What follows belongs to an exercise in optimizing a design on an open flow for small area; a production flow would make more cautious choices.
Function was checked by simulation only, so behaviour that the tests miss may differ from the original.
Power is estimated from default activity; no workload was simulated.

<file path="flow/config.mk">
export PLATFORM = sky130hd
export DESIGN_NAME = game6
export DESIGN_NICKNAME = game6
export VERILOG_FILES = /design/flow/design.v
export SDC_FILE = /design/flow/constraint.sdc
export NUM_CORES = 4
export LEC_CHECK = 0
export CAP_MARGIN = 0
export CORE_MARGIN = 2
export CORE_UTILIZATION = 40
export CTS_BUF_LIST = sky130_fd_sc_hd__clkbuf_8
export GPL_TIMING_DRIVEN = 0
export SLEW_MARGIN = 0
export SYNTH_HIERARCHICAL = 1
</file>
<file path="flow/constraint.sdc">
create_clock -name core_clock -period 16.0 [get_ports {CLK}]
set_input_delay 3.2000 -clock core_clock [delete_from_list [all_inputs] [get_ports {CLK}]]
set_output_delay 3.2000 -clock core_clock [all_outputs]
set_load 0.01 [all_outputs]
</file>
<file path="flow/design.v">
module game6 (
    input wire mode,
    input wire CLK,
    input wire rst,
    input wire [1:0] BTN_LR,
    input wire [9:0] i_x,
    input wire [8:0] i_y,
    input wire i_animate,
    output wire [3:0] VGA_R,
    output wire [3:0] VGA_G,
    output wire [3:0] VGA_B,
    output wire endgame,
    output wire [8:0] score,
    output wire win
    );
    reg [9:0] bxn;       
    reg [8:0] byn;       
    wire [9:0] bx = ~bxn;
    wire [8:0] by = ~byn;
    reg xd, yd;          
    reg par;             
    reg eg;              
    reg [8:0] ph;        
    reg cs;              
    reg hx, hy;          
    reg [4:0] n;         
    reg lit;             
    wire run = i_animate & ~eg & mode;
    wire bottom = ((by[7] & by[6] & ~by[5] & by[3] & by[1]));
    wire restart = ~mode | bottom | eg;
    wire cx104 = ~((bx[9]) | (bx[8]) | (~bx[7] & ~bx[6]) | (bx[7] & bx[4]) | (bx[7] & bx[5]) | (bx[6] & ~bx[5] & ~bx[4] & ~bx[3]) | (bx[7] & ~bx[1]));
    wire sx104 = ((~bx[7] & ~bx[5] & ~bx[3] & bx[2] & bx[1] & ~bx[0]));
    wire cx140 = ~((bx[9]) | (bx[8]) | (~bx[7] & ~bx[6]) | (bx[6] & ~bx[5]) | (bx[6] & ~bx[4] & ~bx[3]) | (bx[7] & bx[5] & bx[4]) | (~bx[4] & bx[3] & bx[0]));
    wire sx140 = ((bx[7] & ~bx[6] & bx[5] & bx[2] & bx[1] & bx[0]) | (~bx[7] & bx[5] & bx[3] & ~bx[2] & ~bx[1] & bx[0]));
    wire cx176 = ((~bx[8] & bx[7] & ~bx[6] & bx[5]) | (~bx[8] & bx[7] & bx[6] & ~bx[5] & ~bx[4]) | (~bx[9] & ~bx[8] & bx[7] & ~bx[6] & bx[4]));
    wire sx176 = ((bx[7] & bx[4] & ~bx[3] & ~bx[2] & bx[1] & ~bx[0]));
    wire cx212 = ~((~bx[7]) | (~bx[6] & ~bx[5]) | (bx[8]) | (~bx[6] & ~bx[4]) | (bx[5] & bx[2] & bx[0]) | (bx[3] & ~bx[2] & bx[1] & ~bx[0]));
    wire sx212 = ((bx[7] & bx[5] & bx[4] & ~bx[3] & ~bx[1] & bx[0]));
    wire cx248 = ~((~bx[8] & ~bx[7]) | (bx[7] & ~bx[6]) | (bx[8] & bx[6]) | (~bx[7] & bx[5]) | (~bx[8] & ~bx[5] & ~bx[2]) | (~bx[5] & bx[2] & bx[0]));
    wire sx248 = ((bx[7] & bx[4] & ~bx[3] & bx[2] & bx[1] & bx[0]));
    wire cx284 = ((bx[8] & ~bx[7] & ~bx[6]) | (~bx[9] & bx[5] & bx[4] & bx[3] & bx[1] & bx[0]));
    wire sx284 = ((bx[7] & bx[5] & bx[4] & ~bx[2] & bx[1] & ~bx[0]));
    wire cx320 = ((bx[8] & ~bx[7] & ~bx[6] & bx[5]) | (bx[8] & ~bx[7] & bx[6] & ~bx[5]));
    wire sx320 = ((bx[8] & ~bx[5] & bx[3] & bx[2] & ~bx[1] & bx[0]) | (bx[8] & bx[6] & ~bx[4] & ~bx[2] & bx[0]));
    wire cx356 = ~((~bx[8]) | (bx[7] & bx[6]) | (~bx[7] & ~bx[6]) | (~bx[6] & bx[3]) | (~bx[6] & bx[4]) | (~bx[4] & ~bx[3] & ~bx[0]));
    wire sx356 = ((bx[7] & ~bx[5] & ~bx[4] & bx[2] & bx[1] & ~bx[0]));
    wire cx392 = ~((~bx[8]) | (~bx[7] & ~bx[5]) | (bx[7] & bx[6]) | (~bx[7] & ~bx[6]) | (~bx[6] & bx[5] & bx[3]) | (bx[5] & ~bx[2] & bx[0]));
    wire sx392 = ((bx[7] & bx[5] & ~bx[4] & bx[3] & ~bx[1]));
    wire cx428 = ~((~bx[8]) | (~bx[7]) | (bx[6] & bx[4]) | (bx[6] & bx[5]) | (~bx[6] & ~bx[5] & ~bx[4]));
    wire sx428 = ((bx[7] & ~bx[5] & ~bx[4] & bx[3] & ~bx[2] & bx[0]));
    wire cx464 = ~((~bx[8]) | (~bx[7]) | (bx[6] & bx[5] & bx[4]) | (~bx[6] & ~bx[5]) | (~bx[6] & ~bx[4]));
    wire sx464 = ((bx[7] & ~bx[4] & bx[3] & bx[2] & bx[1] & ~bx[0]));
    wire cx500 = ((bx[9] & ~bx[7] & ~bx[6] & ~bx[5] & ~bx[2]) | (bx[9] & ~bx[7] & ~bx[6] & ~bx[5] & ~bx[4]) | (~bx[9] & bx[8] & bx[7] & bx[6] & bx[4] & bx[1]) | (~bx[9] & bx[8] & bx[7] & bx[6] & bx[5]));
    wire sx500 = ((bx[7] & bx[6] & ~bx[5] & ~bx[3] & ~bx[1]) | (bx[9] & ~bx[5] & ~bx[3] & bx[2] & bx[1]));
    wire cx536 = ((bx[9] & ~bx[7] & ~bx[6] & ~bx[1]) | (~bx[9] & bx[8] & bx[7] & bx[6] & bx[5] & bx[4] & bx[3]) | (bx[9] & ~bx[7] & ~bx[6] & ~bx[4]) | (bx[9] & ~bx[7] & ~bx[6] & ~bx[3]));
    wire sx536 = ((bx[9] & bx[4] & bx[3] & bx[1] & ~bx[0]));
    wire ry100 = ~((~by[6]) | (by[7]) | (by[8]) | (~by[5] & ~by[4]) | (by[4] & by[3] & ~by[1]) | (~by[5] & ~by[3] & ~by[0]));
    wire ey100 = ((~by[8] & ~by[7] & by[6] & by[4] & ~by[3] & by[0]));
    wire ry125 = ((~by[8] & by[7] & ~by[6] & ~by[5] & ~by[4]) | (~by[8] & ~by[7] & by[6] & by[5] & by[4]) | (~by[8] & ~by[4] & by[3] & by[2] & ~by[0]));
    wire ey125 = ((~by[8] & ~by[4] & by[3] & by[2] & ~by[0]));
    wire ry150 = ~((by[6]) | (~by[7]) | (by[8]) | (by[5] & by[4]) | (by[5] & by[3]) | (~by[5] & ~by[2] & ~by[0]));
    wire ey150 = ((by[7] & ~by[6] & ~by[4] & ~by[3] & by[2] & by[0]));
    wire ry175 = ((~by[8] & by[7] & ~by[6] & by[5]));
    wire ey175 = ((by[5] & ~by[4] & ~by[3] & ~by[2] & ~by[1] & ~by[0]) | (by[5] & by[4] & by[3] & by[2] & by[1] & ~by[0]));
    wire ry200 = ~((by[8]) | (~by[6] & ~by[5]) | (~by[7]) | (by[5] & ~by[4]) | (by[6] & by[5]) | (by[2] & ~by[1] & ~by[0]));
    wire ey200 = ((~by[5] & by[4] & ~by[3] & by[2] & by[1] & by[0]) | (~by[8] & by[7] & by[5] & by[3] & ~by[1]));
    wire ry225 = ((~by[8] & by[7] & by[6] & ~by[5] & by[4]) | (by[7] & by[6] & by[5] & ~by[4]) | (~by[8] & by[7] & by[6] & ~by[3] & ~by[0]));
    wire ey225 = ((by[7] & by[6] & by[4] & ~by[3] & ~by[2] & ~by[0]));
    wire ry250 = ((by[8] & ~by[7] & ~by[6] & ~by[5] & ~by[4] & ~by[1]) | (by[7] & by[6] & by[5] & by[3]) | (by[7] & by[6] & by[5] & by[4]));
    wire ey250 = ((by[7] & by[6] & ~by[4] & by[3] & by[1]) | (~by[7] & ~by[5] & ~by[4] & by[3] & ~by[1]));
    wire ry275 = ((by[8] & ~by[7] & ~by[6] & ~by[5]) | (by[8] & ~by[7] & ~by[6] & ~by[2] & ~by[0]));
    wire ey275 = ((by[8] & ~by[7] & ~by[6] & ~by[4] & ~by[3] & ~by[0]));
    wire ry300 = ((by[8] & ~by[7] & ~by[6] & by[5]) | (by[8] & ~by[7] & ~by[6] & by[2] & by[0]));
    wire ey300 = ((by[8] & ~by[7] & ~by[6] & by[4] & by[3] & by[0]));
    wire dx104 = ((i_x[9] | (i_x[8] | (i_x[7] | (i_x[6] & (i_x[5] | (i_x[4] | (i_x[3] & (i_x[2] | (i_x[1] & i_x[0]))))))))) & ~(i_x[9] | (i_x[8] | (i_x[7] & (i_x[6] | (i_x[5] | (i_x[4] | (i_x[3] | (i_x[2] & i_x[1])))))))));
    wire dx140 = ((i_x[9] | (i_x[8] | (i_x[7] | (i_x[6] & (i_x[5] & (i_x[4] | (i_x[3] & (i_x[2] & (i_x[1] & i_x[0]))))))))) & ~(i_x[9] | (i_x[8] | (i_x[7] & (i_x[6] | (i_x[5] & (i_x[4] | (i_x[3] & (i_x[2] | i_x[1])))))))));
    wire dx176 = ((i_x[9] | (i_x[8] | (i_x[7] & (i_x[6] | (i_x[5] | (i_x[4] & (i_x[3] | (i_x[2] | (i_x[1] & i_x[0]))))))))) & ~(i_x[9] | (i_x[8] | (i_x[7] & (i_x[6] & (i_x[5] | (i_x[4] | (i_x[3] & (i_x[2] & i_x[1])))))))));
    wire dx212 = ((i_x[9] | (i_x[8] | (i_x[7] & (i_x[6] | (i_x[5] & (i_x[4] & (i_x[3] | (i_x[2] & (i_x[1] & i_x[0]))))))))) & ~(i_x[9] | (i_x[8] | (i_x[7] & (i_x[6] & (i_x[5] & (i_x[4] & (i_x[3] | (i_x[2] | i_x[1])))))))));
    wire dx248 = ((i_x[9] | (i_x[8] | (i_x[7] & (i_x[6] & (i_x[5] | (i_x[4] & (i_x[3] & (i_x[2] | (i_x[1] & i_x[0]))))))))) & ~(i_x[9] | (i_x[8] & (i_x[7] | (i_x[6] | (i_x[5] | (i_x[4] & (i_x[3] | (i_x[2] & i_x[1])))))))));
    wire dx284 = ((i_x[9] | (i_x[8] | (i_x[7] & (i_x[6] & (i_x[5] & (i_x[4] & (i_x[3] & (i_x[2] & (i_x[1] & i_x[0]))))))))) & ~(i_x[9] | (i_x[8] & (i_x[7] | (i_x[6] | (i_x[5] & (i_x[4] & (i_x[3] & (i_x[2] | i_x[1])))))))));
    wire dx320 = ((i_x[9] | (i_x[8] & (i_x[7] | (i_x[6] | (i_x[5] & (i_x[4] | (i_x[3] | (i_x[2] | (i_x[1] & i_x[0]))))))))) & ~(i_x[9] | (i_x[8] & (i_x[7] | (i_x[6] & (i_x[5] | (i_x[4] & (i_x[3] & (i_x[2] & i_x[1])))))))));
    wire dx356 = ((i_x[9] | (i_x[8] & (i_x[7] | (i_x[6] & (i_x[5] | (i_x[4] | (i_x[3] | (i_x[2] & (i_x[1] & i_x[0]))))))))) & ~(i_x[9] | (i_x[8] & (i_x[7] & (i_x[6] | (i_x[5] | (i_x[4] | (i_x[3] | (i_x[2] | i_x[1])))))))));
    wire dx392 = ((i_x[9] | (i_x[8] & (i_x[7] | (i_x[6] & (i_x[5] & (i_x[4] | (i_x[3] & (i_x[2] | (i_x[1] & i_x[0]))))))))) & ~(i_x[9] | (i_x[8] & (i_x[7] & (i_x[6] | (i_x[5] & (i_x[4] | (i_x[3] | (i_x[2] & i_x[1])))))))));
    wire dx428 = ((i_x[9] | (i_x[8] & (i_x[7] & (i_x[6] | (i_x[5] | (i_x[4] | (i_x[3] & (i_x[2] & (i_x[1] & i_x[0]))))))))) & ~(i_x[9] | (i_x[8] & (i_x[7] & (i_x[6] & (i_x[5] | (i_x[4] | (i_x[3] & (i_x[2] | i_x[1])))))))));
    wire dx464 = ((i_x[9] | (i_x[8] & (i_x[7] & (i_x[6] | (i_x[5] & (i_x[4] & (i_x[3] | (i_x[2] | (i_x[1] & i_x[0]))))))))) & ~(i_x[9] | (i_x[8] & (i_x[7] & (i_x[6] & (i_x[5] & (i_x[4] | (i_x[3] & (i_x[2] & i_x[1])))))))));
    wire dx500 = ((i_x[9] | (i_x[8] & (i_x[7] & (i_x[6] & (i_x[5] | (i_x[4] & (i_x[3] | (i_x[2] & (i_x[1] & i_x[0]))))))))) & ~(i_x[9] & (i_x[8] | (i_x[7] | (i_x[6] | (i_x[5] | (i_x[4] & (i_x[3] | (i_x[2] | i_x[1])))))))));
    wire dx536 = ((i_x[9] | (i_x[8] & (i_x[7] & (i_x[6] & (i_x[5] & (i_x[4] & (i_x[3] & (i_x[2] | (i_x[1] & i_x[0]))))))))) & ~(i_x[9] & (i_x[8] | (i_x[7] | (i_x[6] | (i_x[5] & (i_x[4] & (i_x[3] | (i_x[2] & i_x[1])))))))));
    wire dy100 = ((i_y[8] | (i_y[7] | (i_y[6] & (i_y[5] | (i_y[4] & (i_y[3] & (i_y[2] | (i_y[1] & i_y[0])))))))) & ~(i_y[8] | (i_y[7] | (i_y[6] & (i_y[5] & (i_y[4] | (i_y[3] & (i_y[2] & i_y[1]))))))));
    wire dy125 = ((i_y[8] | (i_y[7] | (i_y[6] & (i_y[5] & (i_y[4] & (i_y[3] | i_y[2])))))) & ~(i_y[8] | (i_y[7] & (i_y[6] | (i_y[5] | (i_y[4] | (i_y[3] | (i_y[2] & (i_y[1] & i_y[0])))))))));
    wire dy150 = ((i_y[8] | (i_y[7] & (i_y[6] | (i_y[5] | (i_y[4] | (i_y[3] & (i_y[2] & (i_y[1] | i_y[0])))))))) & ~(i_y[8] | (i_y[7] & (i_y[6] | i_y[5]))));
    wire dy175 = ((i_y[8] | (i_y[7] & (i_y[6] | (i_y[5] & (i_y[4] | (i_y[3] | (i_y[2] & i_y[1]))))))) & ~(i_y[8] | (i_y[7] & (i_y[6] | (i_y[5] & (i_y[4] & (i_y[3] & (i_y[2] | (i_y[1] | i_y[0])))))))));
    wire dy200 = ((i_y[8] | (i_y[7] & (i_y[6] | (i_y[5] & (i_y[4] & (i_y[3] & (i_y[2] & (i_y[1] & i_y[0])))))))) & ~(i_y[8] | (i_y[7] & (i_y[6] & (i_y[5] | (i_y[4] & (i_y[3] | (i_y[2] | i_y[1]))))))));
    wire dy225 = ((i_y[8] | (i_y[7] & (i_y[6] & (i_y[5] | (i_y[4] & i_y[3]))))) & ~(i_y[8] | (i_y[7] & (i_y[6] & (i_y[5] & (i_y[4] | (i_y[3] & (i_y[2] | (i_y[1] & i_y[0])))))))));
    wire dy250 = ((i_y[8] | (i_y[7] & (i_y[6] & (i_y[5] & (i_y[4] & (i_y[3] | (i_y[2] | (i_y[1] | i_y[0])))))))) & ~(i_y[8] & (i_y[7] | (i_y[6] | (i_y[5] | (i_y[4] | (i_y[3] | i_y[2])))))));
    wire dy275 = ((i_y[8] & (i_y[7] | (i_y[6] | (i_y[5] | (i_y[4] | (i_y[3] & (i_y[2] | i_y[1]))))))) & ~(i_y[8] & (i_y[7] | (i_y[6] | (i_y[5] | (i_y[4] & (i_y[3] & (i_y[2] & (i_y[1] | i_y[0])))))))));
    wire dy300 = ((i_y[8] & (i_y[7] | (i_y[6] | (i_y[5] & (i_y[4] | (i_y[3] | (i_y[2] | (i_y[1] & i_y[0])))))))) & ~(i_y[8] & (i_y[7] | (i_y[6] | (i_y[5] & (i_y[4] & (i_y[3] | (i_y[2] & i_y[1]))))))));
    wire [21:0] hxs, hys, bpix;
    reg [21:0] an;
    wire [21:0] a = ~an;
    wire [21:0] zs, ze;
    assign zs[0] = sx104 & ry150;
    assign ze[0] = cx104 & ey150;
    assign bpix[0] = a[0] & dx104 & dy150;
    assign zs[1] = sx320 & ry150;
    assign ze[1] = cx320 & ey150;
    assign bpix[1] = a[1] & dx320 & dy150;
    assign zs[2] = sx536 & ry150;
    assign ze[2] = cx536 & ey150;
    assign bpix[2] = a[2] & dx536 & dy150;
    assign zs[3] = sx320 & ry300;
    assign ze[3] = cx320 & ey300;
    assign bpix[3] = a[3] & dx320 & dy300;
    assign zs[4] = sx140 & ry125;
    assign ze[4] = cx140 & ey125;
    assign bpix[4] = a[4] & dx140 & dy125;
    assign zs[5] = sx140 & ry175;
    assign ze[5] = cx140 & ey175;
    assign bpix[5] = a[5] & dx140 & dy175;
    assign zs[6] = sx176 & ry100;
    assign ze[6] = cx176 & ey100;
    assign bpix[6] = a[6] & dx176 & dy100;
    assign zs[7] = sx176 & ry200;
    assign ze[7] = cx176 & ey200;
    assign bpix[7] = a[7] & dx176 & dy200;
    assign zs[8] = sx248 & ry100;
    assign ze[8] = cx248 & ey100;
    assign bpix[8] = a[8] & dx248 & dy100;
    assign zs[9] = sx248 & ry250;
    assign ze[9] = cx248 & ey250;
    assign bpix[9] = a[9] & dx248 & dy250;
    assign zs[10] = sx284 & ry125;
    assign ze[10] = cx284 & ey125;
    assign bpix[10] = a[10] & dx284 & dy125;
    assign zs[11] = sx284 & ry275;
    assign ze[11] = cx284 & ey275;
    assign bpix[11] = a[11] & dx284 & dy275;
    assign zs[12] = sx356 & ry125;
    assign ze[12] = cx356 & ey125;
    assign bpix[12] = a[12] & dx356 & dy125;
    assign zs[13] = sx356 & ry275;
    assign ze[13] = cx356 & ey275;
    assign bpix[13] = a[13] & dx356 & dy275;
    assign zs[14] = sx392 & ry100;
    assign ze[14] = cx392 & ey100;
    assign bpix[14] = a[14] & dx392 & dy100;
    assign zs[15] = sx392 & ry250;
    assign ze[15] = cx392 & ey250;
    assign bpix[15] = a[15] & dx392 & dy250;
    assign zs[16] = sx464 & ry100;
    assign ze[16] = cx464 & ey100;
    assign bpix[16] = a[16] & dx464 & dy100;
    assign zs[17] = sx464 & ry200;
    assign ze[17] = cx464 & ey200;
    assign bpix[17] = a[17] & dx464 & dy200;
    assign zs[18] = sx500 & ry125;
    assign ze[18] = cx500 & ey125;
    assign bpix[18] = a[18] & dx500 & dy125;
    assign zs[19] = sx500 & ry175;
    assign ze[19] = cx500 & ey175;
    assign bpix[19] = a[19] & dx500 & dy175;
    assign zs[20] = sx212 & ry225;
    assign ze[20] = cx212 & ey225;
    assign bpix[20] = a[20] & dx212 & dy225;
    assign zs[21] = sx428 & ry225;
    assign ze[21] = cx428 & ey225;
    assign bpix[21] = a[21] & dx428 & dy225;
    wire [4:0] es = {|{zs[15], zs[16], zs[17], zs[18], zs[19], zs[20], zs[21]}, |{zs[7], zs[8], zs[9], zs[10], zs[11], zs[12], zs[13], zs[14]}, |{zs[3], zs[4], zs[5], zs[6], zs[11], zs[12], zs[13], zs[14], zs[19], zs[20], zs[21]}, |{zs[1], zs[2], zs[5], zs[6], zs[9], zs[10], zs[13], zs[14], zs[17], zs[18], zs[21]}, |{zs[0], zs[2], zs[4], zs[6], zs[8], zs[10], zs[12], zs[14], zs[16], zs[18], zs[20]}};
    wire [4:0] ee = {|{ze[15], ze[16], ze[17], ze[18], ze[19], ze[20], ze[21]}, |{ze[7], ze[8], ze[9], ze[10], ze[11], ze[12], ze[13], ze[14]}, |{ze[3], ze[4], ze[5], ze[6], ze[11], ze[12], ze[13], ze[14], ze[19], ze[20], ze[21]}, |{ze[1], ze[2], ze[5], ze[6], ze[9], ze[10], ze[13], ze[14], ze[17], ze[18], ze[21]}, |{ze[0], ze[2], ze[4], ze[6], ze[8], ze[10], ze[12], ze[14], ze[16], ze[18], ze[20]}};
    wire [21:0] a_n = rst ? {22{1'b1}} : (a | {22{~mode}}) & ~(zs | ze);
    reg [4:0] ks, ke;    
    wire in_s = (es == ks) | (es == ke);     
    wire in_e = (ee == ks) | (ee == ke);
    wire hxn = (|zs) & (~mode | ((|(zs & a)) & ~in_s));
    wire hyn = (|ze) & (~mode | ((|(ze & a)) & ~in_e));
    always @(posedge CLK) begin
        an <= ~a_n;
        if (rst) begin
            ks <= 5'd0;
            ke <= 5'd0;
        end else if (~mode & cs) begin
            ks <= es;
            ke <= ee;
        end
    end
    always @(posedge CLK)
    if (rst) begin
        cs <= 1'b0;
        hx <= 1'b0;
        hy <= 1'b0;
    end else begin
        cs <= mode & (cs | run);
        hx <= ~run & (hx | hxn);
        hy <= ~run & (hy | hyn);
    end
    wire btn_l = BTN_LR[1] & ~BTN_LR[0];
    wire btn_r = BTN_LR[0] & ~BTN_LR[1];
    wire [8:0] dbp_s;
    wire [9:0] dbp_c;
    assign dbp_c[0] = bxn[0];
    fa dbp_0 (.a(ph[0]), .b(bxn[1]), .ci(dbp_c[0]), .s(dbp_s[0]), .co(dbp_c[1]));
    fa dbp_1 (.a(ph[1]), .b(bxn[2]), .ci(dbp_c[1]), .s(dbp_s[1]), .co(dbp_c[2]));
    fa dbp_2 (.a(ph[2]), .b(bxn[3]), .ci(dbp_c[2]), .s(dbp_s[2]), .co(dbp_c[3]));
    fa dbp_3 (.a(ph[3]), .b(bxn[4]), .ci(dbp_c[3]), .s(dbp_s[3]), .co(dbp_c[4]));
    fa dbp_4 (.a(ph[4]), .b(bxn[5]), .ci(dbp_c[4]), .s(dbp_s[4]), .co(dbp_c[5]));
    fa dbp_5 (.a(ph[5]), .b(bxn[6]), .ci(dbp_c[5]), .s(dbp_s[5]), .co(dbp_c[6]));
    fa dbp_6 (.a(ph[6]), .b(bxn[7]), .ci(dbp_c[6]), .s(dbp_s[6]), .co(dbp_c[7]));
    fa dbp_7 (.a(ph[7]), .b(bxn[8]), .ci(dbp_c[7]), .s(dbp_s[7]), .co(dbp_c[8]));
    fa dbp_8 (.a(ph[8]), .b(bxn[9]), .ci(dbp_c[8]), .s(dbp_s[8]), .co(dbp_c[9]));
    wire [9:0] dbp = {dbp_s, ~bxn[0]};
    wire pad_x = ~((bx[9] & bx[8]) | (~bx[7] & ~bx[6] & ~bx[5] & ~bx[3] & ~bx[2] & ~bx[1])) & ((dbp_c[9] & ~(dbp[9] | (dbp[8] | (dbp[7] | (dbp[6] & (dbp[5] | (dbp[4] | (dbp[3] | (dbp[2] | dbp[1]))))))))) | (~dbp_c[9] & (dbp[9] & (dbp[8] & (dbp[7] & (dbp[6] | (dbp[5] & (dbp[4] & (dbp[3] & (dbp[2] & (dbp[1] & dbp[0])))))))))));
    wire pad_hit = bottom | (((by[8] & by[7] & by[6] & by[4]) | (by[8] & by[7] & by[6] & ~by[1])) & pad_x);
    wire lwall = ((~bx[8] & ~bx[7] & ~bx[6] & ~bx[5] & ~bx[4] & ~bx[3] & ~bx[1]));
    wire rwall = ((bx[9] & bx[7]) | (bx[9] & bx[4] & bx[3] & ~bx[2] & bx[0]));
    wire top = ((~by[8] & ~by[6] & ~by[5] & ~by[4] & ~by[3] & ~by[1]));
    wire [8:0] mx_s;
    wire [9:0] mx_c;
    assign mx_c[0] = bxn[0];
    fa mx_0 (.a(bxn[1]), .b(xd), .ci(mx_c[0]), .s(mx_s[0]), .co(mx_c[1]));
    fa mx_1 (.a(bxn[2]), .b(~xd), .ci(mx_c[1]), .s(mx_s[1]), .co(mx_c[2]));
    fa mx_2 (.a(bxn[3]), .b(xd), .ci(mx_c[2]), .s(mx_s[2]), .co(mx_c[3]));
    fa mx_3 (.a(bxn[4]), .b(xd), .ci(mx_c[3]), .s(mx_s[3]), .co(mx_c[4]));
    fa mx_4 (.a(bxn[5]), .b(xd), .ci(mx_c[4]), .s(mx_s[4]), .co(mx_c[5]));
    fa mx_5 (.a(bxn[6]), .b(xd), .ci(mx_c[5]), .s(mx_s[5]), .co(mx_c[6]));
    fa mx_6 (.a(bxn[7]), .b(xd), .ci(mx_c[6]), .s(mx_s[6]), .co(mx_c[7]));
    fa mx_7 (.a(bxn[8]), .b(xd), .ci(mx_c[7]), .s(mx_s[7]), .co(mx_c[8]));
    fa mx_8 (.a(bxn[9]), .b(xd), .ci(mx_c[8]), .s(mx_s[8]), .co(mx_c[9]));
    wire [7:0] my_s;
    wire [8:0] my_c;
    assign my_c[0] = byn[0];
    fa my_0 (.a(byn[1]), .b(yd), .ci(my_c[0]), .s(my_s[0]), .co(my_c[1]));
    fa my_1 (.a(byn[2]), .b(~yd), .ci(my_c[1]), .s(my_s[1]), .co(my_c[2]));
    fa my_2 (.a(byn[3]), .b(yd), .ci(my_c[2]), .s(my_s[2]), .co(my_c[3]));
    fa my_3 (.a(byn[4]), .b(yd), .ci(my_c[3]), .s(my_s[3]), .co(my_c[4]));
    fa my_4 (.a(byn[5]), .b(yd), .ci(my_c[4]), .s(my_s[4]), .co(my_c[5]));
    fa my_5 (.a(byn[6]), .b(yd), .ci(my_c[5]), .s(my_s[5]), .co(my_c[6]));
    fa my_6 (.a(byn[7]), .b(yd), .ci(my_c[6]), .s(my_s[6]), .co(my_c[7]));
    fa my_7 (.a(byn[8]), .b(yd), .ci(my_c[7]), .s(my_s[7]), .co(my_c[8]));
    wire inc1 = hx ^ hy, inc2 = hx & hy;
    wire [4:0] na_s;
    wire [5:0] na_c;
    assign na_c[0] = 1'b0;
    assign na_s[0] = n[0] ^ inc1 ^ na_c[0];
    assign na_c[1] = (n[0] & inc1) | (na_c[0] & (n[0] ^ inc1));
    fa na_1 (.a(n[1]), .b(inc2), .ci(na_c[1]), .s(na_s[1]), .co(na_c[2]));
    assign na_s[2] = n[2] ^ 1'b0 ^ na_c[2];
    assign na_c[3] = (n[2] & 1'b0) | (na_c[2] & (n[2] ^ 1'b0));
    assign na_s[3] = n[3] ^ 1'b0 ^ na_c[3];
    assign na_c[4] = (n[3] & 1'b0) | (na_c[3] & (n[3] ^ 1'b0));
    assign na_s[4] = n[4] ^ 1'b0 ^ na_c[4];
    assign na_c[5] = (n[4] & 1'b0) | (na_c[4] & (n[4] ^ 1'b0));
    always @(posedge CLK)
    if (rst | ~mode) n <= 5'd0;
    else if (run) n <= na_s;
    always @(posedge CLK)
    if (rst) begin
        par <= 1'b0;
        bxn <= ~10'd320;
        byn <= ~9'd430;
        xd <= 1'b0;
        yd <= 1'b0;
        eg <= 1'b0;
    end else begin
        par <= ~par;
        eg <= mode & (eg | bottom);
        if (run) begin
            bxn <= {mx_s, ~bxn[0]};
            byn <= {my_s, ~byn[0]};
            if (pad_hit & (btn_l | btn_r)) xd <= btn_r;
            else if (rwall) xd <= 1'b0;
            else if (lwall) xd <= 1'b1;
            else if (bottom) xd <= ~par;
            else xd <= xd ^ hx;
            if (pad_hit) yd <= 1'b0;
            else if (top) yd <= 1'b1;
            else if (bottom) yd <= 1'b0;
            else yd <= yd ^ hy;
        end else if (restart) begin
            bxn <= ~10'd320;
            byn <= ~9'd430;
            xd <= ~par;
            yd <= 1'b0;
        end
    end
    wire pm_l = run & btn_l & ~((~ph[8] & ~ph[7] & ~ph[6] & ~ph[5]));
    wire pm_r = run & btn_r & ~((ph[8] & ph[5] & ph[0]));
    wire pm = pm_l | pm_r;
    wire [8:0] pa_s;
    wire [9:0] pa_c;
    assign pa_c[0] = 1'b0;
    assign pa_s[0] = ph[0] ^ pm ^ pa_c[0];
    assign pa_c[1] = (ph[0] & pm) | (pa_c[0] & (ph[0] ^ pm));
    fa pa_1 (.a(ph[1]), .b(pm_l), .ci(pa_c[1]), .s(pa_s[1]), .co(pa_c[2]));
    fa pa_2 (.a(ph[2]), .b(pm_r), .ci(pa_c[2]), .s(pa_s[2]), .co(pa_c[3]));
    fa pa_3 (.a(ph[3]), .b(pm_l), .ci(pa_c[3]), .s(pa_s[3]), .co(pa_c[4]));
    fa pa_4 (.a(ph[4]), .b(pm_l), .ci(pa_c[4]), .s(pa_s[4]), .co(pa_c[5]));
    fa pa_5 (.a(ph[5]), .b(pm_l), .ci(pa_c[5]), .s(pa_s[5]), .co(pa_c[6]));
    fa pa_6 (.a(ph[6]), .b(pm_l), .ci(pa_c[6]), .s(pa_s[6]), .co(pa_c[7]));
    fa pa_7 (.a(ph[7]), .b(pm_l), .ci(pa_c[7]), .s(pa_s[7]), .co(pa_c[8]));
    fa pa_8 (.a(ph[8]), .b(pm_l), .ci(pa_c[8]), .s(pa_s[8]), .co(pa_c[9]));
    always @(posedge CLK)
    if (rst | eg | ~mode) ph <= 9'd160;
    else ph <= pa_s;
    wire [9:0] bpx_s;
    wire [10:0] bpx_c;
    assign bpx_c[0] = 1'b0;
    assign bpx_s[0] = i_x[0] ^ bxn[0] ^ bpx_c[0];
    assign bpx_c[1] = (i_x[0] & bxn[0]) | (bpx_c[0] & (i_x[0] ^ bxn[0]));
    fa bpx_1 (.a(i_x[1]), .b(bxn[1]), .ci(bpx_c[1]), .s(bpx_s[1]), .co(bpx_c[2]));
    fa bpx_2 (.a(i_x[2]), .b(bxn[2]), .ci(bpx_c[2]), .s(bpx_s[2]), .co(bpx_c[3]));
    fa bpx_3 (.a(i_x[3]), .b(bxn[3]), .ci(bpx_c[3]), .s(bpx_s[3]), .co(bpx_c[4]));
    fa bpx_4 (.a(i_x[4]), .b(bxn[4]), .ci(bpx_c[4]), .s(bpx_s[4]), .co(bpx_c[5]));
    fa bpx_5 (.a(i_x[5]), .b(bxn[5]), .ci(bpx_c[5]), .s(bpx_s[5]), .co(bpx_c[6]));
    fa bpx_6 (.a(i_x[6]), .b(bxn[6]), .ci(bpx_c[6]), .s(bpx_s[6]), .co(bpx_c[7]));
    fa bpx_7 (.a(i_x[7]), .b(bxn[7]), .ci(bpx_c[7]), .s(bpx_s[7]), .co(bpx_c[8]));
    fa bpx_8 (.a(i_x[8]), .b(bxn[8]), .ci(bpx_c[8]), .s(bpx_s[8]), .co(bpx_c[9]));
    fa bpx_9 (.a(i_x[9]), .b(bxn[9]), .ci(bpx_c[9]), .s(bpx_s[9]), .co(bpx_c[10]));
    wire [8:0] bpy_s;
    wire [9:0] bpy_c;
    assign bpy_c[0] = 1'b0;
    assign bpy_s[0] = i_y[0] ^ byn[0] ^ bpy_c[0];
    assign bpy_c[1] = (i_y[0] & byn[0]) | (bpy_c[0] & (i_y[0] ^ byn[0]));
    fa bpy_1 (.a(i_y[1]), .b(byn[1]), .ci(bpy_c[1]), .s(bpy_s[1]), .co(bpy_c[2]));
    fa bpy_2 (.a(i_y[2]), .b(byn[2]), .ci(bpy_c[2]), .s(bpy_s[2]), .co(bpy_c[3]));
    fa bpy_3 (.a(i_y[3]), .b(byn[3]), .ci(bpy_c[3]), .s(bpy_s[3]), .co(bpy_c[4]));
    fa bpy_4 (.a(i_y[4]), .b(byn[4]), .ci(bpy_c[4]), .s(bpy_s[4]), .co(bpy_c[5]));
    fa bpy_5 (.a(i_y[5]), .b(byn[5]), .ci(bpy_c[5]), .s(bpy_s[5]), .co(bpy_c[6]));
    fa bpy_6 (.a(i_y[6]), .b(byn[6]), .ci(bpy_c[6]), .s(bpy_s[6]), .co(bpy_c[7]));
    fa bpy_7 (.a(i_y[7]), .b(byn[7]), .ci(bpy_c[7]), .s(bpy_s[7]), .co(bpy_c[8]));
    fa bpy_8 (.a(i_y[8]), .b(byn[8]), .ci(bpy_c[8]), .s(bpy_s[8]), .co(bpy_c[9]));
    wire [8:0] ppx_s;
    wire [9:0] ppx_c;
    assign ppx_c[0] = 1'b1;
    assign ppx_s[0] = i_x[1] ^ ~ph[0] ^ ppx_c[0];
    assign ppx_c[1] = (i_x[1] & ~ph[0]) | (ppx_c[0] & (i_x[1] ^ ~ph[0]));
    fa ppx_1 (.a(i_x[2]), .b(~ph[1]), .ci(ppx_c[1]), .s(ppx_s[1]), .co(ppx_c[2]));
    fa ppx_2 (.a(i_x[3]), .b(~ph[2]), .ci(ppx_c[2]), .s(ppx_s[2]), .co(ppx_c[3]));
    fa ppx_3 (.a(i_x[4]), .b(~ph[3]), .ci(ppx_c[3]), .s(ppx_s[3]), .co(ppx_c[4]));
    fa ppx_4 (.a(i_x[5]), .b(~ph[4]), .ci(ppx_c[4]), .s(ppx_s[4]), .co(ppx_c[5]));
    fa ppx_5 (.a(i_x[6]), .b(~ph[5]), .ci(ppx_c[5]), .s(ppx_s[5]), .co(ppx_c[6]));
    fa ppx_6 (.a(i_x[7]), .b(~ph[6]), .ci(ppx_c[6]), .s(ppx_s[6]), .co(ppx_c[7]));
    fa ppx_7 (.a(i_x[8]), .b(~ph[7]), .ci(ppx_c[7]), .s(ppx_s[7]), .co(ppx_c[8]));
    fa ppx_8 (.a(i_x[9]), .b(~ph[8]), .ci(ppx_c[8]), .s(ppx_s[8]), .co(ppx_c[9]));
    wire [9:0] dpx = {ppx_s, i_x[0]};
    wire ball_x = (bpx_c[10] & ~(bpx_s[9] | (bpx_s[8] | (bpx_s[7] | (bpx_s[6] | (bpx_s[5] | (bpx_s[4] | (bpx_s[3] | bpx_s[2])))))))) | (~bpx_c[10] & (bpx_s[9] & (bpx_s[8] & (bpx_s[7] & (bpx_s[6] & (bpx_s[5] & (bpx_s[4] & (bpx_s[3] & (bpx_s[2] | (bpx_s[1] & bpx_s[0]))))))))));
    wire ball_y = (bpy_c[9] & ~(bpy_s[8] | (bpy_s[7] | (bpy_s[6] | (bpy_s[5] | (bpy_s[4] | (bpy_s[3] | bpy_s[2]))))))) | (~bpy_c[9] & (bpy_s[8] & (bpy_s[7] & (bpy_s[6] & (bpy_s[5] & (bpy_s[4] & (bpy_s[3] & (bpy_s[2] | (bpy_s[1] & bpy_s[0])))))))));
    wire ball_pix = ~((~bx[7] & ~bx[6] & ~bx[5] & ~bx[3] & ~bx[2] & ~bx[1])) & ~((~by[6] & ~by[5] & ~by[4] & ~by[2] & ~by[1] & ~by[0])) & ball_x & ball_y;
    wire pad_pix = ((ppx_c[9] & ~(dpx[9] | (dpx[8] | (dpx[7] | (dpx[6] | (dpx[5] & (dpx[4] & (dpx[3] & dpx[2])))))))) | (~ppx_c[9] & (dpx[9] & (dpx[8] & (dpx[7] & (dpx[6] & (dpx[5] | (dpx[4] | (dpx[3] | (dpx[2] & (dpx[1] | dpx[0]))))))))))) & ((i_y[8] & (i_y[7] & (i_y[6] & (i_y[5] | (i_y[4] & (i_y[3] | (i_y[2] | i_y[1]))))))) & ~(i_y[8] & (i_y[7] & (i_y[6] & (i_y[5] | (i_y[4] & (i_y[3] & (i_y[2] | (i_y[1] & i_y[0])))))))));
    always @(posedge CLK)
    if (rst) lit <= 1'b0;
    else lit <= ball_pix | pad_pix | (|bpix);
    assign VGA_R = {4{lit}};
    assign VGA_G = {4{lit}};
    assign VGA_B = {4{lit}};
    assign endgame = eg;
    wire [4:0] s5_s;
    wire [5:0] s5_c;
    assign s5_c[0] = 1'b0;
    assign s5_s[0] = n[2] ^ n[0] ^ s5_c[0];
    assign s5_c[1] = (n[2] & n[0]) | (s5_c[0] & (n[2] ^ n[0]));
    fa s5_1 (.a(n[3]), .b(n[1]), .ci(s5_c[1]), .s(s5_s[1]), .co(s5_c[2]));
    fa s5_2 (.a(n[4]), .b(n[2]), .ci(s5_c[2]), .s(s5_s[2]), .co(s5_c[3]));
    assign s5_s[3] = 1'b0 ^ n[3] ^ s5_c[3];
    assign s5_c[4] = (1'b0 & n[3]) | (s5_c[3] & (1'b0 ^ n[3]));
    assign s5_s[4] = 1'b0 ^ n[4] ^ s5_c[4];
    assign s5_c[5] = (1'b0 & n[4]) | (s5_c[4] & (1'b0 ^ n[4]));
    wire [6:0] s = {s5_s, n[1:0]};
    assign score = {2'b00, s & {7{mode}}};
    assign win = ((n[4] & n[2] & n[1]));
endmodule
module fa (
    input wire a,
    input wire b,
    input wire ci,
    output wire s,
    output wire co
    );
    assign s = a ^ b ^ ci;
    assign co = (a & b) | (ci & (a ^ b));
endmodule
</file>
<file path="flow/flow/run.sh">
#!/bin/bash
# Layout flow: the standard layout (standard.sh) with these changes:
#  - the synthesis maps the logic with an area-oriented ABC script
#    (abc_area.script here) in place of ORFS's delay-oriented abc_speed.script;
#  - the synthesis adds no buffers between outputs that carry the same signal
#    (placement still gives every output port a buffer of its own);
#  - placement gives every input and output port a buf_1 buffer;
#  - clock tree synthesis adds no dummy loads to balance the tree's leaves.
# The synthesis is otherwise ORFS's with the standard flow's own script (synth_recipe.tcl),
# so the registers, their names and cells are those of the standard synthesis.
set -euo pipefail
W=$(pwd)
rm -rf "$W/scripts_area"
cp -r "$FLOW_HOME/scripts" "$W/scripts_area"
cp "$W/flow/abc_area.script" "$W/scripts_area/abc_speed.script"
bash "$W/standard.sh" SCRIPTS_DIR="$W/scripts_area" SYNTH_INSBUF=0 synth > "$W/synth.log" 2>&1
bash "$W/standard.sh" "BUFFER_PORTS_ARGS=-buffer_cell sky130_fd_sc_hd__buf_1" \
    "CTS_ARGS=-sink_clustering_enable -repair_clock_nets -buf_list sky130_fd_sc_hd__clkbuf_8 -dont_use_dummy_load" \
    > "$W/layout.log" 2>&1
</file>
<file path="flow/flow/abc_area.script">
&get -n
&st
&syn2
&dc2
&syn2
&dch -f
&nf -R 1000 -p
&put
topo
</file>
<file path="flow/standard.sh">
#!/bin/bash
# synth_recipe.tcl (not shown) runs the flow's synth.tcl, then flattens the netlist and writes it again
# the make line also repeats each setting of config.mk as NAME=value (left out here)
make -C /OpenROAD-flow-scripts/flow DESIGN_CONFIG=/design/flow/config.mk WORK_HOME=/design/flow/orfs CLKGATE_MAP_FILE= SYNTH_SCRIPT=/design/flow/synth_recipe.tcl "${@:-finish}"
</file>
==> run_results.csv, run 1 <==
group,metric,value,unit
worst_setup_path,criticalPathCategory,"in2reg",
clock_tree,root_buffer,"clkbuf_8",
yosys,yosysUniqueCellTypes,53,
power_and_ir_drop,p_per_area,58.8,mW/mm^2
worst_setup_path,path_cells,"buf_2 -> nand3b_1 -> nor2_1 -> or2_0 -> ha_1 -> fa_1 -> fa_1 -> fa_1 -> fa_1 -> fa_1 -> fa_1 -> fa_1 -> fa_1 -> and2_0",
clock_tree,clk_latency,380,ps
clock_tree,holdBufCountCts,0,
clock_tree,cts_resized,0,
placed_design,dp_hpwl,16.0,mm
yosys,ys_warn_count,7,
power_and_ir_drop,worst_ir_drop_vdd,0.0360,mV
detailed_routing,wl_per_cell,19.7,microns
grt,antenna_found_initial,0,
clock_tree,cts_buffers,9,
yosys,ys_seq_area_frac,0.224,
worst_setup_path,crit_fanout,37,
timing,rsz0062_at_grt,"no",
die,fp.dieW,132,microns
grt,grt_pass1_vias,6259,
timing,period_share,0.510,
timing,clock-skew-final,30.2,ps
layout,area_delta_synth_final,9.04,%
grt,grt_pass1_wl,34.8,mm
detailed_routing,vias,6644,
power_and_ir_drop,p_leak,2.56,nW
placed_design,gp_congestion,0.970,
die,core,0.0159,sq mm
clock_tree,tritoncts,"built",
outcome,status,"complete, no violations",
die,die-area,0.0173,sq mm
layout,drive_above_1_share,0.0138,
detailed_routing,drc,0,
grt,grt_max_degree,38,
timing,finalCriticalPeriod,8160,ps
detailed_routing,viasPerCell,6.13,
layout,multiInputGateArea,0.00497,sq mm
timing,maxSlewHeadroom,0.208,
yosys,synth-main-ff-cell,"dfxtp_1",
clock_tree,cts.path.max_buffers,2,
layout,n_fill_cell,1722,
layout,diodes,0,
detailed_routing,ant_nets,0,
yosys,synth_edf_count,0,
yosys,syn_inst,812,
clock_tree,cts.clk_slew.worst_paths,80,ps
yosys,netlist_area,0.00652,sq mm
clock_tree,cts_sinks,73,
die,ios,48,
placed_design,placed_area,0.00698,sq mm
clock_tree,postCtsSetupBuffers,0,
timing,fmax,123,MHz
flow_run,maxCapViolations,0,
worst_setup_path,worstSetupEndpointType,"flop",
worst_setup_path,cp.required,16270,ps
grt,grt.total_usage,0.253,
worst_setup_path,critical_path_arrival,8420,ps
placed_design,dpl.cell_count,1075,
timing,setup_viol_count_final,0,
yosys,synth_seq_cells,73,
die,die_y,132,microns
worst_setup_path,worst_path_max_delay_cell,"nand3b_1",
layout,final_net_count,969,
die,row_count,46,
hold_path,hp-class,"reg2reg",
worst_setup_path,slowest_delay,680,ps
clock_tree,cts_max_level,3,
yosys,synth_area_per_cell,8.03,sq um
die,initial_core_util,0.410,
timing,hold_viol,0,
yosys,ys_async_sr_fraction,0,
worst_setup_path,crit_path_frequent_cell,"fa_1",
placed_design,port_buffers,45,
layout,register_area,0.00146,sq mm
timing,worst_slew_pin_slew,1170,ps
worst_setup_path,r2r_cells,17,
timing,finalSetupTns,0,ps
detailed_routing,first_pass_iters,5,
layout,finalNonFillerCells,1084,
worst_setup_path,worstSetupStartpointType,"input pin",
layout,fin_area,0.00711,sq mm
hold_path,hold_depth,1,
grt,grt_overflow_total,0,
detailed_routing,dr.first_iter.drc_count,762,
detailed_routing,drt_wl_total,21.4,mm
timing,maxSlewViolCount,0,
[path summary, 6_finish.rpt]
kind | from | to | slack (ps)
hold / removal | par$_SDFF_PP0_ | par$_SDFF_PP0_ | 440
setup / recovery | mode | ph[8]$_SDFF_PP0_ | 7840
hold reg to reg | par$_SDFF_PP0_ | par$_SDFF_PP0_ | 440
setup reg to reg | bxn[1]$_SDFFE_PP1P_ | xd$_SDFFE_PP0P_ | 10210
[cells in the final DEF (no fill, tap or decap), types with 4 or more instances in the layout]
| cell | n |
|---|---|
| xnor2_1 | 8 |
| o31ai_1 | 4 |
| ha_1 | 12 |
| nor4_1 | 16 |
| o21ai_0 | 38 |
| a21oi_1 | 39 |
| nand3_1 | 36 |
| or2_0 | 8 |
| o22ai_1 | 38 |
| a22oi_1 | 6 |
| o221ai_1 | 4 |
| nand4b_1 | 4 |
| nor3b_1 | 6 |
| dfxtp_1 | 73 |
| nand4_1 | 15 |
| fa_1 | 62 |
| xor2_1 | 17 |
| clkinv_1 | 24 |
| nand3b_1 | 6 |
| nor3_1 | 54 |
| nor2b_1 | 11 |
| and3_1 | 10 |
| and2_0 | 20 |
| nand2_1 | 97 |
| buf_1 | 43 |
| a2111oi_0 | 4 |
| or3_1 | 8 |
| a211oi_1 | 6 |
| nor2_1 | 85 |
| a31oi_1 | 34 |
| o2111ai_1 | 4 |
| nand2b_1 | 26 |
| clkbuf_8 | 9 |
[Yosys stat by module, one instance, submodules excluded]
module | flip-flops and latches | cells inside | area, sq um
fa | 0 | 1 | 20.0
game6 | 73 | 750 | 5280
[kinds of logic (layout without fill, tap and decap cells)]
kind of cell             Yosys count  after routing  synth area share
AND/OR/NAND/NOR                  416            416             0.322
AO/OA/AOI/OAI                    197            197             0.189
adder cells (fa/ha/maj)           74             74             0.213
flip-flops                        73             73             0.224
XOR/XNOR                          25             25            0.0336
buffers and inverters             24             79            0.0138
multiplexers                       2              2           0.00307
other                              1              2          0.000575
[metrics by stage]
stage | hold WS, ps | worst slack (ps) | utilization | power, W
4_1_cts | 442 | 7800 | 0.447 | 0.000420
3_5_place_dp | 422 | 7410 | 0.440 | 0.000305
3_3_place_gp | 412 | 6880 | 0.438 | 0.000304
2_1_floorplan | 398 | 8250 | - | 0.000267
5_1_grt | 461 | 7590 | 0.447 | 0.000445
6_report | 441 | 7840 | 0.447 | 0.000418
[sequential cells by signal, summed over array words and instances, names as in the netlist, 5 cells and up]
signal	count
bxn	10
ks	5
ke	5
ph	9
an	22
byn	9
n	5
[synth_stat cells (6+ instances only)]
library cell / number / area [sq um]
nor4_1: 16 / 100
nor3_1: 54 / 270
fa_1: 62 / 1240
nand4_1: 15 / 93.8
nand2b_1: 26 / 163
nand3_1: 36 / 180
xnor2_1: 8 / 70.1
clkinv_1: 24 / 90.1
and2_0: 20 / 125
a211oi_1: 6 / 45.0
nor2_1: 85 / 319
dfxtp_1: 73 / 1460
ha_1: 12 / 150
and3_1: 10 / 62.6
nand3b_1: 6 / 45.0
nor2b_1: 11 / 68.8
o22ai_1: 38 / 238
xor2_1: 17 / 149
nand2_1: 97 / 364
or3_1: 8 / 50.1
a21oi_1: 39 / 195
a22oi_1: 6 / 45.0
o21ai_0: 38 / 190
or2_0: 8 / 50.1
a31oi_1: 34 / 213
nor3b_1: 6 / 45.0
[critical path, delay by kind of cell]
family,cells,cell delay [ps]
simple gates,4,1550
fa+ha+maj,9,3320
buf+inv,1,320
[layout make-up]
class | instances | share of cell area
multi-input combinational | 716 | 0.699
tap | 216 | 0.0380
sequential | 73 | 0.206
timing repair buffer | 46 | 0.0269
inverter | 24 | 0.0127
clock buffer | 9 | 0.0174
[power breakdown]
group          leakage, nW  switching (W)  internal, W  total (W)
Combinational         1.91      0.0000598    0.0000401  0.0000999
Clock               0.0647      0.0000657    0.0000501   0.000116
Sequential           0.592      0.0000165     0.000186   0.000202
[layer usage]
layer  vias to the layer above  share of wire  track usage  wire [microns]
li1                       3125              -            -               -
met3                        61          0.076       0.0478            1610
met2                       305           0.44        0.372            9380
met1                      3153           0.45        0.361            9570
met5                         -              0            0               0
met4                         0          0.037        0.107             785
==> inputs of run 2 (changes only) <==
==> flow/flow/abc_area.script (replaced) <==
&get -n
&st
&syn2
&dc2
&syn2
&dch -f
&nf -R 1000 -p
&st
&syn2
&dc2
&syn2
&dch -f
&nf -R 1000 -p
&put
topo
==> run_results.csv, run 2 <==
group,metric,value,unit
layout,reg_top3,"an: 22 flops, bxn: 10 flops",
clock_tree,cts.clk_slew.worst_paths,70,ps
yosys,synth-compound-area-share,0.189,
yosys,synth_edf_count,0,
detailed_routing,drt_wl_total,20.6,mm
yosys,synth_top_area_share,0.225,
placed_design,dp_hpwl,15.4,mm
power_and_ir_drop,netSwitchingPower,0.000139,W
detailed_routing,vias,6657,
yosys,synth-xor-area-share,0.0269,
hold_path,hold_depth,1,
detailed_routing,wl_per_cell,19.2,microns
layout,drive_above_1_share,0.0140,
timing,clock-skew-final,25.5,ps
power_and_ir_drop,swShare,0.335,
worst_setup_path,critical_path_arrival,8440,ps
yosys,synth_area_leaders,"dfxtp_1 (22%), fa_1 (19%), nand2_1 (5.9%), nor2_1 (5.1%), o22ai_1 (3.6%)",
grt,grt.total_usage,0.246,
yosys,syn_inst,804,
timing,hold_viol,0,
layout,diodes,0,
timing,setup_viol_count_final,0,
worst_setup_path,worstSetupEndpointType,"flop",
die,core,0.0159,sq mm
placed_design,gp_congestion,0.984,
worst_setup_path,rrSetupSlack,10400,ps
worst_setup_path,setup.worst_path.start,"mode",
detailed_routing,first_pass_iters,6,
layout,largest_reg_flops,22,
yosys,yosysUniqueCellTypes,53,
yosys,synth_top_family_by_area,"simple AND/OR/NAND/NOR gates",
yosys,ys_seq_area_frac,0.225,
layout,n_fill_cell,1669,
placed_design,placed_area,0.00698,sq mm
hold_path,holdPathEnd,"par$_SDFF_PP0_",
yosys,synth_seq_cells,73,
clock_tree,postCtsSetupBuffers,0,
yosys,ys_async_sr_fraction,0,
yosys,synth_area_per_cell,8.09,sq um
power_and_ir_drop,p_per_area,58.4,mW/mm^2
yosys,yosys.area_share.simple,0.329,
detailed_routing,viasPerCell,6.19,
die,die_y,132,microns
power_and_ir_drop,pwr-share-seq,0.485,
layout,area_delta_synth_final,9.17,%
grt,grt_max_degree,38,
outcome,status,"complete, no violations",
worst_setup_path,reg2reg_to,"lit$_SDFF_PP0_",
placed_design,port_buffers,45,
yosys,synth-main-ff-cell,"dfxtp_1",
timing,finalSetupTns,0,ps
clock_tree,cts_buffers,9,
clock_tree,root_buffer,"clkbuf_8",
timing,maxSlewHeadroom,0.359,
detailed_routing,dr.first_iter.drc_count,824,
worst_setup_path,criticalPathCategory,"in2reg",
yosys,netlist_area,0.00651,sq mm
layout,final_net_count,961,
grt,grt_overflow_total,0,
grt,grt_pass1_wl,33.9,mm
worst_setup_path,r2r_cells,16,
flow_run,maxCapViolations,0,
yosys,synthMuxAreaShare,0.00462,
yosys,synth_adder_area_share,0.214,
timing,rsz0062_at_grt,"no",
yosys,ys_warn_count,7,
die,ios,48,
clock_tree,holdBufCountCts,0,
timing,period_share,0.511,
layout,layout.cells.most_common,"nand2_1",
power_and_ir_drop,p_comb_frac,0.234,
layout,top_register,"an",
worst_setup_path,r2r-start,"bxn[0]$_SDFFE_PP1P_",
layout,finalNonFillerCells,1076,
clock_tree,cts_resized,0,
die,row_count,46,
hold_path,hp-class,"reg2reg",
worst_setup_path,crit_fanout,37,
worst_setup_path,cp.required,16260,ps
placed_design,dpl.cell_count,1067,
detailed_routing,drc,0,
hold_path,min_from,"par$_SDFF_PP0_",
detailed_routing,ant_nets,0,
layout,fin_area,0.00710,sq mm
power_and_ir_drop,total_power,0.000415,W
clock_tree,tritoncts,"built",
yosys,synth_common_cells,"nand2_1 (103), nor2_1 (89), dfxtp_1 (73)",
yosys,synth_most_common_cell,"nand2_1",
die,initial_core_util,0.410,
power_and_ir_drop,power_frac_clock,0.281,
timing,worst_slew_pin_slew,962,ps
timing,finalCriticalPeriod,8170,ps
timing,fmax,122,MHz
yosys,yosysTopAreaCell,"dfxtp_1",
grt,antenna_found_initial,0,
power_and_ir_drop,p_leak,2.60,nW
power_and_ir_drop,worst_ir_drop_vdd,0.0335,mV
worst_setup_path,worstSetupStartpointType,"input pin",
clock_tree,cts_sinks,73,
clock_tree,clk_latency,390,ps
grt,grt_pass1_vias,6269,
die,fp.dieW,132,microns
clock_tree,cts_max_level,3,
layout,layout_common_cells,"nand2_1 (103), nor2_1 (89), dfxtp_1 (73)",
clock_tree,cts.path.max_buffers,2,
power_and_ir_drop,p_int,0.000276,W
timing,maxSlewViolCount,0,
die,die-area,0.0173,sq mm
## run 2: worst max path at each step
stage | slack (ps) | endpoint | depth (start not counted)
floorplan | 8160 | lit$_SDFF_PP0_ | 16
global placement | 6880 | ph[8]$_SDFF_PP0_ | 14
detailed placement | 7400 | ph[8]$_SDFF_PP0_ | 14
CTS | 7800 | ph[8]$_SDFF_PP0_ | 14
global route | 7520 | ph[8]$_SDFF_PP0_ | 14
finish | 7830 | ph[8]$_SDFF_PP0_ | 14
## run 2: routing by layer
layer | up-vias | track usage | part of all wire
met2 | 330 | 0.362 | 0.44
met3 | 49 | 0.0444 | 0.083
met5 | - | 0 | 0
li1 | 3110 | - | -
met1 | 3168 | 0.351 | 0.45
met4 | 0 | 0.107 | 0.031
## run 2: layout make-up
cell class	count	area, sq um	share of cell area
inverters	19	71.3	0.0100
flip-flops and latches	73	1460	0.206
repair buffers	46	199	0.0280
multi-input cells	713	4980	0.701
clock buffers	9	124	0.0174
well taps	216	270	0.0380
## run 2: stage by stage
step	util	setup WS (ps)	hold WS, ps
after detailed placement	0.439	7400	419
after CTS	0.447	7800	435
final	0.447	7830	429
after floorplan	-	8160	398
after global routing	0.447	7520	492
after global placement	0.437	6880	411
## run 2: worst max-delay path, cell delays in order
cell and delay, ps:
buf_2 320, nand3b_1 670, nor2_1 430, or2_0 320, ha_1 200, fa_1 380, fa_1 390, fa_1 390
fa_1 380, fa_1 380, fa_1 380, fa_1 390, fa_1 420, and2_0 140
## run 2: kinds of logic after synthesis
kind of cell | Yosys count
buffers and inverters | 19
other | 1
and+or+nand+nor | 422
adders and majority gates | 74
DFF | 73
muxes | 3
AOI/OAI and AO/OA | 192
xor gates and xnor gates | 20
## run 2: Yosys stat by module, one instance, submodules excluded
module  flip-flops and latches  area [sq um]  cells
fa                           0          20.0      1
game6                       73          5270    742
## run 2: power by group through the flow
stage               clock network [W]  registers, W  logic [W]
finish                       0.000117      0.000201  0.0000970
global route                 0.000128      0.000203   0.000112
CTS                          0.000121      0.000201  0.0000971
detailed placement                  0      0.000205  0.0000967
global placement                    0      0.000205  0.0000948
floorplan                           0      0.000202  0.0000634

-- afterwards: timing with drivers on the ports --
The flow's constraints put no driver on any port. The routed layouts listed below were extracted and timed again, unchanged, in two steps. Step 1, drivers: a clkbuf_16 drives CLK and a buf_2 each remaining input, both assumed. Step 2 times the ports against the registers' clock, not the clock port: input delays grow and output delays shrink by t, the midpoint of the rising clock arrivals with the driver on. Three values: ideal, step 1, step 2; two values: the first two.
run	t, ns	slack for setup (ns)	hold WS [ns]	latest minus earliest clock arrival (ns)	worst data-port slew with drivers (ns)
run 1	0.405	7.844 / 7.858 / 7.453	0.441 / 0.441 / 0.441	0.030 / 0.030	0.03
run 2	0.410	7.828 / 7.841 / 7.431	0.429 / 0.429 / 0.429	0.025 / 0.026	0.03
After both steps setup and hold are still met in every run listed. For run 2, which loses most, drivers alone change the setup slack by +0.013 ns; drivers and shift together by -0.397 ns.
